This is an optimization exercise on Yosys and OpenROAD, whose aim is small area, a short achievable clock period and few clock cycles, not a production implementation. Function was checked by simulation only, so behaviour that the tests miss may differ from the original. Power figures rest on the tool's default switching activity, not on a simulated workload.

`design.v`:
```
`timescale 1ns / 1ps
module add32(a, b, c);
input [31:0] a, b;
output [31:0] c;
assign c=a+b;
endmodule
`timescale 1ns / 1ps
module mux32_2_1(a0,a1,s,y
    );
	 input [31:0] a0,a1;
	 input s;
	 output [31:0] y;
	 reg [31:0] y;
	 always @ (*)
		begin
			case(s)
				1'b0: y=a0;
				1'b1: y=a1;
				default: y=32'hxxxxxxxx; 
			endcase
		end
endmodule
`timescale 1ns / 1ps
module mux32_4_1(a0,a1,a2,a3,s,y
    );
	 input [31:0] a0,a1,a2,a3;
	 input [1:0] s;
	 output [31:0] y;
	 reg [31:0] y;
	 always @ (*)
		begin
			case(s)
				2'b00: y=a0;
				2'b01: y=a1;
				2'b10: y=a2;
				2'b11: y=a3;
				default: y=2'bx; 
			endcase
		end
endmodule
`timescale 1ns / 1ps
module mux5_2_1(a0,a1,s,y
    );
	 input [4:0] a0,a1;
	 input s;
	 output [4:0] y;
	 reg [4:0] y;
	 always @ (*)
		begin
			case(s)
				1'b0: y=a0;
				1'b1: y=a1;
				default: y=1'bx; 
			endcase
		end
endmodule
`timescale 1ns / 1ps
module dff32(d,clk,clrn,q,write_en
    );
	 input [31:0] d;
	 input clk,clrn,write_en;
	 output [31:0] q;
    reg [31:0] q;
    always @ (negedge clrn or posedge clk)
	 if(clrn==0)
	     begin
		      q<=0;
		  end
    else if(write_en)
        begin		      
		      q<=d;
		  end	 
endmodule
`timescale 1ns / 1ps
module program_counter(
    clk,
    clrn,
    write_en,
    npc,
    pc
    );
	 input clk, clrn,write_en;
	 input [31:0] npc;		
	 output [31:0] pc;		
 	 dff32 program_counter(npc,clk,clrn,pc,write_en);   
endmodule
`timescale 1ns / 1ps
module instruction_fetch(pcsource,pc,bpc,jpc,pc4,npc
    );
	 input [1:0] pcsource;
	 input [31:0] pc, bpc, jpc;
	 output [31:0] pc4, npc;		 
	 add32 pc_plus4(pc,32'h4,pc4);
	 mux32_4_1 next_pc(pc4,bpc,jpc,32'h0,pcsource,npc);
endmodule
`timescale 1ns / 1ps
module instruction_register(if_pc4,if_inst,clk,clrn,id_pc4,id_inst,write_en,flush
                           );
input [31:0] if_pc4, if_inst;
input write_en, flush;
input clk, clrn;
output [31:0] id_pc4,id_inst;
reg [31:0] id_pc4,id_inst;
always @(posedge clk or negedge clrn)
    if(clrn == 0) begin
        id_pc4 <= 32'b0;
        id_inst <= 32'b0;
    end
    else if(flush)
    begin
        id_pc4 <= if_pc4;
        id_inst <= 32'b0;
    end
    else if(write_en)
    begin
        id_pc4 <= if_pc4;
        id_inst <= if_inst;
    end
endmodule
`timescale 1ns / 1ps
module Control_Unit(func,
                    op,wreg,sld,wmem,aluop,regrt,aluimm,
                    sext,pcsource,shift,wz,bne,rs_used,rt_used
                   );
input [5:0] func,op;		 
output wreg;  
output sld;  
output wmem;  
output regrt;  
output aluimm;
output sext;
output shift;
output wz;		 
output bne;		 
output rs_used, rt_used;	 
output [2:0] aluop;		 
output [1:0] pcsource;		 
reg [2:0] aluop;
wire i_add,i_and,i_or,i_xor,i_sll,i_srl;            
wire i_addi,i_andi,i_ori,i_xori;
wire i_lw,i_sw;		
wire i_beq,i_bne;		 
wire i_j;		 
and(i_add,~op[5],~op[4],~op[3],~op[2],~op[1],~op[0],~func[5],~func[4],~func[3],~func[2],~func[1],func[0]);		 
and(i_and,~op[5],~op[4],~op[3],~op[2],~op[1],op[0],~func[5],~func[4],~func[3],~func[2],~func[1],func[0]);		 
and(i_or,~op[5],~op[4],~op[3],~op[2],~op[1],op[0],~func[5],~func[4],~func[3],~func[2],func[1],~func[0]);		 
and(i_xor,~op[5],~op[4],~op[3],~op[2],~op[1],op[0],~func[5],~func[4],~func[3],func[2],~func[1],~func[0]);		 
and(i_srl,~op[5],~op[4],~op[3],~op[2],op[1],~op[0],~func[5],~func[4],~func[3],~func[2],func[1],~func[0]);		 
and(i_sll,~op[5],~op[4],~op[3],~op[2],op[1],~op[0],~func[5],~func[4],~func[3],~func[2],func[1],func[0]);		 
and(i_addi,~op[5],~op[4],~op[3],op[2],~op[1],op[0]);		 
and(i_andi,~op[5],~op[4],op[3],~op[2],~op[1],op[0]);		 
and(i_ori,~op[5],~op[4],op[3],~op[2],op[1],~op[0]);		 
and(i_xori,~op[5],~op[4],op[3],op[2],~op[1],~op[0]);		 
and(i_lw,~op[5],~op[4],op[3],op[2],~op[1],op[0]);		 
and(i_sw,~op[5],~op[4],op[3],op[2],op[1],~op[0]);		 
and(i_beq,~op[5],~op[4],op[3],op[2],op[1],op[0]);		 
and(i_bne,~op[5],op[4],~op[3],~op[2],~op[1],~op[0]);		 
and(i_j,~op[5],op[4],~op[3],~op[2],op[1],~op[0]);		 
assign wreg=i_add|i_and|i_or|i_xor|i_sll|i_srl|i_addi|i_andi|i_ori|i_xori|i_lw;		
assign regrt=i_addi|i_andi|i_ori|i_xori|i_lw;     
assign sld=i_lw;   
assign shift=i_sll|i_srl; 
assign aluimm=i_addi|i_andi|i_ori|i_xori|i_lw|i_sw; 
assign sext=i_addi|i_lw|i_sw|i_beq|i_bne; 
assign wmem=i_sw; 
assign wz=i_beq|i_bne;
assign bne=i_bne;
assign rs_used=i_add|i_and|i_or|i_xor|i_addi|i_andi|i_ori|i_xori|i_lw|i_sw|i_beq|i_bne;
assign rt_used=i_add|i_and|i_or|i_xor|i_sll|i_srl|i_sw|i_beq|i_bne;
assign pcsource={i_j,1'b0};
always @(*)
    if (i_and|i_andi) aluop=3'b001;
    else if (i_or|i_ori) aluop=3'b010;
    else if (i_xor|i_xori) aluop=3'b011;
    else if (i_srl) aluop=3'b100;
    else if (i_sll) aluop=3'b101;
    else if (i_beq|i_bne) aluop=3'b110;
    else aluop=3'b000;
endmodule
`timescale 1ns / 1ps
module Regfile(rna,rnb,d,wn,we,clk,clrn,qa,qb
    );
	 input [4:0] rna,rnb,wn;
    input [31:0] d;
	 input we,clk,clrn;
	 output [31:0] qa,qb;
	 reg [31:0] register [1:31];
	 assign qa=(rna==0)?0:((we&&(wn==rna))?d:register[rna]);
	 assign qb=(rnb==0)?0:((we&&(wn==rnb))?d:register[rnb]);
	 always @(posedge clk or negedge clrn)
	     if(clrn==0)
		  begin:init
		  integer i;
		  for(i=1;i<32;i=i+1)
		      register[i]<=0;
			register[5'h01]<=32'h00000001;
			register[5'h02]<=32'h00000002;
			register[5'h03]<=32'h00000003;
			register[5'h04]<=32'h00000004;
			register[5'h05]<=32'h00000005;
			register[5'h06]<=32'h00000006;
			register[5'h07]<=32'h00000007;
			register[5'h08]<=32'h00000008;		  
		  end
		  else if((wn!=0)&&we)
		     register[wn]<=d;
endmodule
`timescale 1ns / 1ps
module ForwardDecoder(
	input [3:0] depen,
	input shift,
	output [1:0] EXE_A_CTRL,
	output [1:0] EXE_B_CTRL
	 );
	 assign EXE_A_CTRL[1] = ~shift & (depen[3] | depen[1]);
	 assign EXE_A_CTRL[0] = shift | (~depen[3] & depen[1]);
	 assign EXE_B_CTRL[1] = depen[2] | depen[0];
	 assign EXE_B_CTRL[0] = ~depen[2] & depen[0];
endmodule
`timescale 1ns / 1ps
module instruction_decode(
				clk,
				clrn,
				pc4,
				inst,
              	wb_data_in,
				wb_wreg,
                wb_rn,
                depen,
				bpc,
				jpc,
				pcsource,
				sld,
				wmem,
				aluop,
				b_ctrl,
				a,
				b,
				imm,
				a_ctrl,
				id_wreg,
				id_rd,
				id_wz,
				id_bne,
				aluimm,
				rs,
				rt,
				rs_used,
				rt_used
    );
	 input [31:0] pc4,inst,wb_data_in;
	 input clk,clrn;
	 input wb_wreg;		 
	 input [4:0] wb_rn;		 
	 input [3:0] depen;
	 output [31:0] bpc,jpc,a,b,imm;		 
	 output [2:0] aluop;		 
	 output [1:0] pcsource;		
	 output [4:0] id_rd;
	 output sld,wmem,id_wreg;
	 output [1:0] a_ctrl,b_ctrl;
	 output id_wz, id_bne, aluimm;
	 output [4:0] rs,rt;
	 output rs_used, rt_used;
	 wire shift;
	 wire [5:0] op,func;
	 wire [4:0] rd;
	 wire [31:0] qa,qb,br_offset;
	 wire [15:0] ext16;
	 wire regrt,sext,e;
	 assign func=inst[25:20];  
	 assign op=inst[31:26];
	 assign rs=inst[9:5];
	 assign rt=inst[4:0];
	 assign rd=inst[14:10];
	 Control_Unit cu(
	 .func(func),
	 .op(op),
	 .wreg(id_wreg),
	 .sld(sld),
	 .wmem(wmem),
	 .aluop(aluop),
	 .regrt(regrt),
	 .aluimm(aluimm),
	 .sext(sext),
	 .pcsource(pcsource),
	 .shift(shift),
	 .wz(id_wz),
	 .bne(id_bne),
	 .rs_used(rs_used),
	 .rt_used(rt_used)
	 );
	 Regfile rf (rs,rt,wb_data_in,wb_rn,wb_wreg,clk,clrn,qa,qb);
	 mux5_2_1 des_reg_num (rd,rt,regrt,id_rd);
	ForwardDecoder	 forward_decoder(
	.depen(depen),
	.shift(shift),
	.EXE_A_CTRL(a_ctrl),
	.EXE_B_CTRL(b_ctrl)
	);
	 assign a=qa;
	 assign b=qb;
	 assign e=sext&inst[25];
	 assign ext16={16{e}};
	 assign imm={ext16,inst[25:10]};		 
	 assign br_offset={imm[29:0],2'b00};
	 add32 br_addr (pc4,br_offset,bpc);		 
	 assign jpc={pc4[31:28],inst[25:0],2'b00};		 
endmodule
`timescale 1ns / 1ps
module DataHazardDepen(
           input [4:0] ID_rs1,
           input [4:0] ID_rs2,
           input ID_rs1ISReg,
           input ID_rs2ISReg,
           input [4:0]EXE_rd,
           input EXE_wreg,
           input EXE_sld,
           input[4:0] MEM_rd,
           input MEM_Wreg,
           output [3:0] DEPEN,
           output LOAD_DEPEN
       );
wire EXE_ADEPEN,EXE_BDEPEN;
wire MEM_ADEPEN,MEM_BDEPEN;
wire LOAD_A_DEPEN,LOAD_B_DEPEN;
wire EXE_w, MEM_w;
assign EXE_w = EXE_wreg && (EXE_rd != 5'b0);
assign MEM_w = MEM_Wreg && (MEM_rd != 5'b0);
assign LOAD_A_DEPEN = (ID_rs1 == EXE_rd) && EXE_w && EXE_sld && ID_rs1ISReg;
assign LOAD_B_DEPEN = (ID_rs2 == EXE_rd) && EXE_w && EXE_sld && ID_rs2ISReg;
assign EXE_ADEPEN = (ID_rs1 == EXE_rd) && EXE_w && ID_rs1ISReg;
assign EXE_BDEPEN = (ID_rs2 == EXE_rd) && EXE_w && ID_rs2ISReg;
assign MEM_ADEPEN = (ID_rs1 == MEM_rd) && MEM_w && ID_rs1ISReg;
assign MEM_BDEPEN = (ID_rs2 == MEM_rd) && MEM_w && ID_rs2ISReg;
assign DEPEN =  {EXE_ADEPEN ,EXE_BDEPEN , MEM_ADEPEN ,MEM_BDEPEN};
assign LOAD_DEPEN = ~(LOAD_A_DEPEN || LOAD_B_DEPEN);
endmodule
`timescale 1ns / 1ps
module id_exe_register(clk,clrn,
		id_aluop,
		id_a,
		id_b,
		id_imm,
		id_rd,
		id_a_ctrl,
		id_b_ctrl,
		id_wz,
		id_bne,
		id_aluimm,
		id_bpc,
		id_wreg,
		id_m2reg,
		id_wmem,
		write_en,
		flush,
		exe_aluop,
		exe_a,
		exe_b,
		exe_imm,
		exe_rd,
		exe_a_ctrl,
		exe_b_ctrl,
		exe_wz,
		exe_bne,
		exe_aluimm,
		exe_bpc,
		exe_wreg,
		exe_m2reg,
		exe_wmem
    );
	 input [31:0] id_a,id_b,id_imm,id_bpc;
	 input [4:0] id_rd;
	 input [2:0] id_aluop;
	 input id_wreg,id_m2reg,id_wmem,id_wz,id_bne,id_aluimm;
	 input [1:0] id_b_ctrl,id_a_ctrl;
	 input clk,clrn,write_en,flush;
	 output [31:0] exe_a,exe_b,exe_imm,exe_bpc;
	 reg [31:0] exe_a,exe_b,exe_imm,exe_bpc;
	 output [4:0] exe_rd;
	 reg  [4:0] exe_rd;
	 output [2:0] exe_aluop;
	 reg [2:0] exe_aluop;
	 output exe_wreg,exe_m2reg,exe_wmem,exe_wz,exe_bne,exe_aluimm;
	reg exe_wreg,exe_m2reg,exe_wmem,exe_wz,exe_bne,exe_aluimm;
	output [1:0] exe_b_ctrl,exe_a_ctrl;
	reg [1:0] exe_b_ctrl,exe_a_ctrl;
		always @(posedge clk or negedge clrn)
		if(clrn == 0)
			begin
				exe_aluop <= 3'b0;
				exe_a <= 32'b0;
				exe_b <= 32'b0;
				exe_imm <= 32'b0;
				exe_bpc <= 32'b0;
				exe_rd <= 5'b0;
				exe_a_ctrl<= 2'b0;
				exe_b_ctrl<= 2'b0;
				exe_bne <= 0;
				exe_aluimm <= 0;
				exe_wz<= 0;
				exe_wreg <= 0;
				exe_m2reg<= 0;
				exe_wmem <= 0;
			end
		else
			begin
				exe_aluop <= id_aluop;
				exe_a <= id_a;
				exe_b <= id_b;
				exe_imm <= id_imm;
				exe_bpc <= id_bpc;
				exe_rd <= id_rd;
				exe_a_ctrl<= id_a_ctrl;
				exe_b_ctrl<= id_b_ctrl;
				exe_bne <= id_bne;
				exe_aluimm <= id_aluimm;
				if(write_en && !flush)
				begin
					exe_wz<=id_wz;
                    exe_wreg <= id_wreg;
                    exe_m2reg<= id_m2reg;
                    exe_wmem <= id_wmem;
				end
				else
				begin
					exe_wz<=0;
                    exe_wreg <= 0;
                    exe_m2reg<= 0;
                    exe_wmem <= 0;
				end
			end
			endmodule
`timescale 1ns / 1ps
module alu(alua,alub,aluop,alu_output,z
    );
	 input [31:0] alua,alub;
	 input [2:0] aluop;
	 output [31:0] alu_output;
	 output z;
    assign alu_output = (aluop == 3'b000) ? alua + alub :
	               (aluop == 3'b001) ? alua & alub :
	               (aluop == 3'b010) ? alua | alub :
	               (aluop == 3'b011) ? alua ^ alub :
	               (aluop == 3'b100) ? alub >> alua :
	               (aluop == 3'b101) ? alub << alua :
	               (aluop == 3'b110) ? alua - alub :					
	    				32'hxxxxxxxx;	
	 assign z = ~|alu_output;
	 always@(alua or alub)
	 begin
	 end
endmodule
`timescale 1ns / 1ps
module execute(
	aluop,
	exe_a,
	exe_b,
	imm,
	aluimm,
	exe_data_forward,  
	mem_data_forward,  
	a_ctrl,
	b_ctrl,
	exe_output,
	store_data,
	zero_flag
    );
	 input [31:0] exe_a,exe_b,imm;
	 input [2:0] aluop;
	 input aluimm;
	 input [1:0]b_ctrl,a_ctrl;
	 input [31:0] exe_data_forward,mem_data_forward;
	 output [31:0] exe_output;		 
	 output [31:0] store_data;
	 output zero_flag;
	 wire [31:0] alu_in_a,alu_in_b,shift_num;
	 assign shift_num={27'b0,imm[9:5]};
	 mux32_4_1 alu_ina (exe_a,shift_num,exe_data_forward,mem_data_forward,  a_ctrl,alu_in_a);
	 mux32_4_1 fwd_b (exe_b,exe_b,exe_data_forward,mem_data_forward,  b_ctrl,store_data);
	 mux32_2_1 alu_inb (store_data,imm,aluimm,alu_in_b);
 	 alu al_unit (alu_in_a,alu_in_b,aluop,exe_output,zero_flag);
endmodule
`timescale 1ns / 1ps
module exe_mem_register(clk,clrn,
                        exe_wreg,exe_m2reg,exe_wmem,exe_alu,exe_b,exe_rn,
                        mem_wreg,mem_m2reg,mem_wmem,mem_alu,mem_b,mem_rn
                       );
input [31:0] exe_alu,exe_b;		
input [4:0] exe_rn;
input exe_wreg,exe_m2reg,exe_wmem;
input clk,clrn;
output  [31:0] mem_alu,mem_b;
reg  [31:0] mem_alu,mem_b;
output [4:0] mem_rn;
reg  [4:0] mem_rn;
output mem_wreg,mem_m2reg,mem_wmem;		 
reg mem_wreg,mem_m2reg,mem_wmem;
always @(posedge clk or negedge clrn)
    if(clrn == 0) begin
        mem_alu <=32'b0;
        mem_b <=32'b0;
        mem_rn <= 5'b0;
        mem_wreg <= 0;
        mem_m2reg <=0;
        mem_wmem <=0;
    end
    else begin
        mem_alu <=exe_alu;
        mem_b <=exe_b;
        mem_rn <=exe_rn;
        mem_wreg <=exe_wreg;
        mem_m2reg <=exe_m2reg;
        mem_wmem <=exe_wmem;
    end
endmodule
`timescale 1ns / 1ps
module mem_wb_register(
				mem_wreg,
				mem_m2reg,
				mem_mo,
				mem_alu,
				mem_rn,
				clk,clrn,
                 wb_wreg,
				 wb_m2reg,
				 wb_mo,
				 wb_alu,
				 wb_rn
    );
	 input [31:0] mem_alu,mem_mo;
	 input [4:0] mem_rn;
	 input mem_wreg,mem_m2reg;
	 input clk,clrn;
	 output [31:0] wb_alu,wb_mo;
	 reg [31:0] wb_alu,wb_mo;
	 output [4:0] wb_rn;
	 reg [4:0] wb_rn;
	 output wb_wreg,wb_m2reg;
		reg wb_wreg,wb_m2reg;
	 always @(posedge clk or negedge clrn)
		if(clrn == 0)
			begin
			wb_alu <= 32'b0;
				wb_mo <= 32'b0;
				wb_rn <= 4'b0;
				wb_wreg<= 0;
				wb_m2reg <= 0;
			end
		else
			begin
				wb_alu <= mem_alu;
				wb_mo <= mem_mo;
				wb_rn <= mem_rn;
				wb_wreg<= mem_wreg;
				wb_m2reg <= mem_m2reg;
			end
endmodule
`timescale 1ns / 1ps
module write_back(resut_alu,mem_output,sld,wb_data_output
    );
	 input [31:0] resut_alu;
	 input [31:0] mem_output;
	 input sld;
	 output [31:0] wb_data_output;
	 mux32_2_1 wb_stage (resut_alu, mem_output, sld, wb_data_output);
endmodule
`timescale 1ns / 1ps
module PPCPU(Clock, reset, PC, inst, dmem_we, dmem_addr, dmem_wdata, dmem_rdata,
    rf_we, rf_wn, rf_wd
    );
	 input Clock, reset;
	 output [31:0] PC;		 
	 input [31:0] inst;		 
	 output dmem_we;		 
	 output [4:0] dmem_addr;	 
	 output [31:0] dmem_wdata;	 
	 input [31:0] dmem_rdata;	 
	 output rf_we;			 
	 output [4:0] rf_wn;
	 output [31:0] rf_wd;
	 wire [31:0] ID_Inst;
	 wire [31:0] EXE_Alu, MEM_Alu, WB_Alu;
	 wire [3:0] DEPEN;
	 wire LOAD_DEPEN;
	 wire [31:0]new_pc;
	 wire [1:0] id_pcsource, pcsource;
	 wire [31:0] branch_pc, jump_pc4, if_pc4, id_pc4, exe_bpc; 
	 wire [31:0] wb_data;
	 wire id_m2reg, exe_m2reg, mem_m2reg, wb_m2reg;
	 wire id_wmem, exe_wmem, mem_wmem;
	 wire [2:0] id_aluc, exe_aluop;
	 wire[1:0] id_b_ctrl, exe_b_ctrl;
	 wire [31:0] id_a, exe_a;
	 wire [31:0] id_b, exe_b, mem_b, exe_sd;
	 wire [31:0] id_imm, exe_imm;
	 wire[1:0] id_a_ctrl, exe_a_ctrl;
	 wire exe_z;
 	 wire id_wz, exe_wz, id_bne, exe_bne, id_aluimm, exe_aluimm;
	 wire id_wreg, exe_wreg, mem_wreg, wb_wreg;
	 wire [4:0] id_rn, exe_rn, mem_rn, wb_rn;
	 wire [4:0] id_rs, id_rt;
	 wire id_rs_used, id_rt_used;
	 wire [31:0] wb_mo;
	 wire exe_taken, id_jump, pc_we;
	 assign exe_taken = exe_wz & (exe_bne ^ exe_z);
	 assign id_jump = id_pcsource[1];
	 assign pcsource = exe_taken ? 2'b01 : (id_jump ? 2'b10 : 2'b00);
	 assign pc_we = LOAD_DEPEN | exe_taken;
	 program_counter PCR (
	 .clk(Clock),
      .clrn(reset),
      .npc(new_pc),
      .pc(PC),
      .write_en(pc_we)
	 );
	 instruction_fetch IF_STAGE (
	    .pcsource(pcsource),
	    .pc(PC),
	    .jpc(jump_pc4),
	    .bpc(exe_bpc),
	    .pc4(if_pc4),
	    .npc(new_pc)
	 );
	 instruction_register IR(
	 .if_pc4(if_pc4),
	 .if_inst(inst),
	 .clk(Clock),
	 .clrn(reset),
	 .id_inst(ID_Inst),
	 .id_pc4(id_pc4),
	 .write_en(LOAD_DEPEN),
	 .flush(exe_taken | id_jump)
	 );
	 instruction_decode ID_STAGE (
	  .clk(Clock),
	  .clrn(reset),
	  .pc4(id_pc4),
	  .inst(ID_Inst),
	  .wb_data_in(wb_data),
	  .wb_wreg(wb_wreg),
	  .wb_rn(wb_rn),
       .depen(DEPEN),
	  .bpc(branch_pc),
	  .jpc(jump_pc4),
	  .pcsource(id_pcsource),
       .sld(id_m2reg),
       .wmem(id_wmem),
       .aluop(id_aluc),
       .b_ctrl(id_b_ctrl),
       .a(id_a),
       .b(id_b),
       .imm(id_imm),
       .a_ctrl(id_a_ctrl),
	   .id_wz(id_wz),
	   .id_bne(id_bne),
	   .aluimm(id_aluimm),
       .id_rd(id_rn),
       .id_wreg(id_wreg),
       .rs(id_rs),
       .rt(id_rt),
       .rs_used(id_rs_used),
       .rt_used(id_rt_used)
       );
	  DataHazardDepen hazaed (
	 		.ID_rs1(id_rs),
	 		.ID_rs2(id_rt),
	 		.ID_rs1ISReg(id_rs_used),
	 		.ID_rs2ISReg(id_rt_used),
	 		.EXE_rd(exe_rn),
	 		.EXE_wreg(exe_wreg),
	 		.EXE_sld(exe_m2reg),
	 		.MEM_rd(mem_rn),
	  		.MEM_Wreg(mem_wreg),
	 		.DEPEN(DEPEN),
	 		.LOAD_DEPEN(LOAD_DEPEN)
	 );
	 id_exe_register ID_EXE (
		 	.clk(Clock), .clrn(reset),
            .id_aluop (id_aluc),
            .id_a(id_a),
            .id_b(id_b),
            .id_imm(id_imm),
            .id_rd(id_rn),
            .id_a_ctrl(id_a_ctrl),
            .id_b_ctrl(id_b_ctrl),
            .id_wz(id_wz),
            .id_bne(id_bne),
            .id_aluimm(id_aluimm),
            .id_bpc(branch_pc),
            .id_wreg(id_wreg),
            .id_m2reg(id_m2reg),
            .id_wmem(id_wmem),
            .write_en(LOAD_DEPEN),
            .flush(exe_taken),
             .exe_aluop(exe_aluop),
             .exe_a(exe_a),
             .exe_b(exe_b),
             .exe_imm(exe_imm),
             .exe_rd(exe_rn),
             .exe_a_ctrl(exe_a_ctrl),
             .exe_b_ctrl(exe_b_ctrl),
             .exe_wz(exe_wz),
             .exe_bne(exe_bne),
             .exe_aluimm(exe_aluimm),
             .exe_bpc(exe_bpc),
             .exe_wreg(exe_wreg),
             .exe_m2reg(exe_m2reg),
             .exe_wmem(exe_wmem)
             );
	 execute EXE_STAGE (
		 .aluop(exe_aluop),
		 .exe_a(exe_a),
		 .exe_b(exe_b),
		 .imm(exe_imm),
		 .aluimm(exe_aluimm),
		 .exe_data_forward(MEM_Alu),
		 .mem_data_forward(wb_data),
		 .a_ctrl(exe_a_ctrl),
		 .b_ctrl(exe_b_ctrl),
		 .exe_output(EXE_Alu),
		 .store_data(exe_sd),
		 .zero_flag(exe_z));
	 exe_mem_register EXE_MEM (
		.clk(Clock),
	 	.clrn(reset), 
		.exe_wreg(exe_wreg),
		.exe_m2reg(exe_m2reg),
		.exe_wmem(exe_wmem),
		.exe_alu(EXE_Alu),
		.exe_b(exe_sd),
		.exe_rn(exe_rn), 
		.mem_wreg(mem_wreg),
		.mem_m2reg(mem_m2reg),
		.mem_wmem(mem_wmem),
		.mem_alu(MEM_Alu),
		.mem_b(mem_b),
		.mem_rn(mem_rn));
	 assign dmem_we = mem_wmem;
	 assign dmem_addr = MEM_Alu[4:0];
	 assign dmem_wdata = mem_b;
	 mem_wb_register MEM_WB (
		mem_wreg,
		mem_m2reg, 
		dmem_rdata,
		MEM_Alu,
		mem_rn,
		Clock,
		reset,
		wb_wreg,
		wb_m2reg,
		wb_mo,
		WB_Alu, 
		wb_rn);
	 write_back WB_STAGE (
		 .resut_alu(WB_Alu),
		 .mem_output(wb_mo),
		 .sld(wb_m2reg),
		 .wb_data_output(wb_data)
		 );
	 assign rf_we = wb_wreg;
	 assign rf_wn = wb_rn;
	 assign rf_wd = wb_data;
endmodule
```
`run.sh`:
```
#!/bin/bash
# synth_recipe.tcl (not shown) runs the flow's synth.tcl, then flattens the netlist and writes it again
# the make line also repeats each setting of config.mk as NAME=value (left out here)
make -C /OpenROAD-flow-scripts/flow DESIGN_CONFIG=/design/flow/config.mk WORK_HOME=/design/flow/orfs CLKGATE_MAP_FILE= SYNTH_SCRIPT=/design/flow/synth_recipe.tcl finish
```
`config.mk`:
```
export PLATFORM = sky130hd
export DESIGN_NAME = PPCPU
export DESIGN_NICKNAME = PPCPU
export VERILOG_FILES = /design/flow/design.v
export SDC_FILE = /design/flow/constraint.sdc
export NUM_CORES = 4
export LEC_CHECK = 0
export CAP_MARGIN = 20
export CELL_PAD_IN_SITES_DETAIL_PLACEMENT = 1
export CELL_PAD_IN_SITES_GLOBAL_PLACEMENT = 2
export CORE_MARGIN = 2
export CORE_UTILIZATION = 35
export SLEW_MARGIN = 20
```
`constraint.sdc`:
```
create_clock -name core_clock -period 10.0 [get_ports {Clock}]
set_input_delay 2.0000 -clock core_clock [delete_from_list [all_inputs] [get_ports {Clock}]]
set_output_delay 2.0000 -clock core_clock [all_outputs]
set_load 0.01 [all_outputs]
```
==> summary.txt <==
power by group through the flow:
stage | clock [W] | combinational, W | sequential [W]
6_report | 0.00647 | 0.00432 | 0.00700
5_1_grt | 0.00674 | 0.00457 | 0.00707
4_1_cts | 0.00653 | 0.00421 | 0.00698
3_5_place_dp | 0 | 0.00419 | 0.00707
3_3_place_gp | 0 | 0.00413 | 0.00707
2_1_floorplan | 0 | 0.00235 | 0.00668
critical path, stage by stage (launching register included):
cell and delay [ns]:
dfrtp_4 0.87, mux2i_4 0.32, buf_4 0.41, inv_1 0.12
mux4_2 0.68, inv_1 0.25, ha_1 0.42, o31a_1 0.39
o41a_1 0.44, o211ai_1 0.38, a311oi_2 0.31, or3b_2 0.61
a211oi_1 0.58, o311ai_0 0.34, nor4_1 0.32, a311oi_1 0.10
o22ai_1 0.20, nand2b_1 0.55, nor3_2 0.12, o21bai_4 0.68
buf_4 0.31, mux2_1 0.35
metal layers:
metal / vias to the layer above / global-route usage (%) / wire (um)
met4: 8 / 20.5 / 26200
li1: 29927 / - / -
met5: - / 0.873 / 345
met1: 38697 / 57.4 / 190000
met3: 1081 / 10.9 / 46200
met2: 4380 / 59.1 / 185000
metrics by stage:
step / setup slack, ns / util (%)
floorplan: 2.44 / -
global placement: 1.29 / 38.0
detailed placement: 1.28 / 38.1
CTS: 1.24 / 40.8
global route: 0.769 / 40.9
finish: 1.04 / 40.9
registers in the layout (all words and copies together), names as in the netlist, 2 cells and up:
register,flops
ID_EXE.exe_imm,17
IR.id_inst,32
ID_EXE.exe_bpc,32
EXE_MEM.mem_rn,5
IR.id_pc4,32
ID_EXE.exe_a_ctrl,2
ID_EXE.exe_aluop,3
EXE_MEM.mem_alu,32
ID_EXE.exe_rd,5
EXE_MEM.mem_b,32
ID_EXE.exe_b,32
ID_EXE.exe_a,32
PCR.program_counter.q,32
MEM_WB.wb_mo,32
ID_EXE.exe_b_ctrl,2
MEM_WB.wb_rn,5
ID_STAGE.rf.register,992
MEM_WB.wb_alu,32
cells by family (layout without fill, tap and decap cells):
| group | count (synthesis) | in the layout | share of synthesized area [%] |
|---|---|---|---|
| muxes | 188 | 188 | 2.90 |
| xor gates and xnor gates | 130 | 130 | 1.56 |
| other | 0 | 7 | 0 |
| buffers and inverters | 921 | 946 | 4.88 |
| and+or+nand+nor | 2436 | 2436 | 14.9 |
| adders and majority gates | 130 | 130 | 2.25 |
| DFF | 1362 | 1362 | 46.6 |
| AOI/OAI and AO/OA | 2995 | 2995 | 26.9 |
synthesized netlist by cell type (56+ instances only):
master / number / area share (%)
a221oi_1: 288 / 3.4
nor2_1: 931 / 4.8
a22oi_1: 442 / 4.5
ha_1: 126 / 2.2
a21oi_1: 822 / 5.6
inv_1: 159 / 0.82
nand2_1: 742 / 3.8
a222oi_1: 64 / 0.88
buf_1: 56 / 0.29
o22ai_1: 105 / 0.90
xnor2_1: 84 / 1.0
nand4_1: 150 / 1.3
nand3_1: 186 / 1.3
nor3_1: 125 / 0.86
a22o_1: 219 / 2.6
dfrtp_1: 1349 / 46
clkbuf_1: 667 / 3.4
o21ai_0: 681 / 4.7
mux2i_1: 96 / 1.3
final cells by class:
class,count,share of cell area (%)
sequential,1362,40.3
antenna,7,0.0207
clock inverter,66,1.21
clock buffer,232,5.55
multi-input combinational,5879,43.1
inverter,167,0.740
tap,2788,4.12
timing repair buffer,481,4.94
worst min-delay path by stage:
| stage | startpoint | cells after the start | end | slack [ns] |
|---|---|---|---|---|
| after floorplan | ID_EXE.exe_wmem | 0 | EXE_MEM.mem_wmem | 0.33 |
| after global placement | ID_EXE.exe_wmem | 0 | EXE_MEM.mem_wmem | 0.34 |
| after detailed placement | ID_EXE.exe_wmem | 0 | EXE_MEM.mem_wmem | 0.34 |
| after CTS | EXE_MEM.mem_m2reg | 0 | MEM_WB.wb_m2reg | 0.35 |
| after global routing | ID_EXE.exe_wmem | 0 | EXE_MEM.mem_wmem | 0.37 |
| final | EXE_MEM.mem_m2reg | 0 | MEM_WB.wb_m2reg | 0.35 |
==> results.cfg <==
[power]
clock_power_share_pct = 36.4
seqPwrFrac_pct = 39.3
totalPowerFinal_w = 0.0178
combPwrFrac_pct = 24.3
p_leak_nw = 35.8
p_sw_w = 0.00646
p_int_w = 0.0113
swShare_pct = 36.3
vdd_drop_max_mv = 0.191
powerDensity_nw_per_um2 = 210

[drt]
num_vias = 74093
drt_first_pass_iters = 7
vias_per_cell = 6.75
drc = 0
wirelength_mm = 448
ant_nets = 0
wl_per_cell_um = 40.8
drtIter0Drc = 9897

[setup_path]
ff2ff_setup_slack_ns = 1.04
r2r-start = MEM_WB.wb_m2reg
required_ns = 10.71
cp-end-kind = flip-flop
path_class = reg -> reg
crit_start = MEM_WB.wb_m2reg
start_kind = flip-flop
crit_path_end = PCR.program_counter.q[23]
cp.arrival_ns = 9.66
critical_path_peak_fanout = 36
reg2reg_depth = 21
rr_endpoint = PCR.program_counter.q[23]

[logic_synthesis]
synthesis.nets = 8357
synth_edf_count = 0
synth_seq_area_share_pct = 46.6
avgSynthCellArea_sq_um = 8.96
ys_warn_count = 12
synthArstFlopShare_pct = 100
synth-seq-cells = 1362
syn-cell-area_sq_um = 73100
syn_inst = 8162
synth-main-ff-cell = dfrtp_1
ys_types = 93

[flow_run]
drv_cap = 0

[global_routing]
grt_pass1_vias = 72629
grtUsageTotal_pct = 41.4
antenna_found_initial = 17
grt_max_degree = 173
gr-total-overflow = 0
grt_pass1_wl_mm = 614

[placed_design]
numPlacedInstances = 10677
io_buffers = 173
placed_area_sq_um = 78900
dp_hpwl_mm = 286
gp_congestion = 0.978

[clock_network]
cts_inserted_buffers = 166
clkTransAtPathRegs_ns = 0.06
cts_resized = 0
clock-sinks = 1362
cts_root_buf = clkbuf_16
clk_latency_ns = 0.86
clockBufferDepth = 3
cts_tree = done
cts_hold_buf = 0
htree_levels = 4
cts_setup_buffers = 0

[final_layout]
final_common_cell = dfrtp_1
nNetsFinal = 8252
fillers = 23476
multi_input_area_sq_um = 36500
regArea_sq_um = 34100
stdcell_count = 10982
areaGrowthSynthToFinish_pct = 15.8
fin_area_sq_um = 84700
drive_gt1_share_pct = 10.7
final_cell_mix = dfrtp_1, nor2_1, a21oi_1

[floorplanning]
ios = 174
core_area_sq_um = 207000
die_w_um = 461
rows = 167
dieHeight_um = 461
dieArea_sq_um = 213000
initial_core_util_pct = 35.3

[timing]
period_minus_slack_ns = 8.96
fin_skew_ns = 0.0499
relSlewSlack_pct = 9.47
setup_viol = 0
setup_tns_ns = 0
finalHoldViolCount = 0
fin_crit_sh_pct = 89.6
whs_ns = 0.349
rsz0062_at_grt = no
max_freq_ghz = 0.112
drv_slew = 0
worst_slew_pin_slew_ns = 1.35

[worst_hold_path]
hold_path_class = reg -> reg

[run_status]
status = timing/DRC/antenna clean
Testbench counts, summed over its fixed seeds: cycles 34,662.

port drivers added, routing unchanged:
The results above use ideal ports. As a check the final layout listed here was re-extracted and re-timed, cells and wires unchanged.
Step 1 (the two cells are an assumption about what drives the block):
set clk [get_ports {Clock}]
set_driving_cell -lib_cell sky130_fd_sc_hd__clkbuf_16 $clk
set_driving_cell -lib_cell sky130_fd_sc_hd__buf_2 [delete_from_list [all_inputs] $clk]
Step 2 adds t to the input delays and takes it off the output delays; t is the mean of the earliest and latest rising clock arrival at the registers after step 1. Input paths then give back, and output paths get back, about the clock's delay inside the block.
Slacks: no drivers / after step 1 / after step 2; pairs: no drivers / after step 1.
t, ns: 0.925
setup slack, ns: 1.044 / 1.044 / 1.044
hold WS [ns]: 0.349 / 0.349 / 0.349
worst setup path after step 2: register to register
worst slew at a driven data input, ns: 0.10
After both steps setup and hold are still met in this run. The setup slack of this run moves by 0.000 ns with the drivers and by 0.000 ns with both steps.
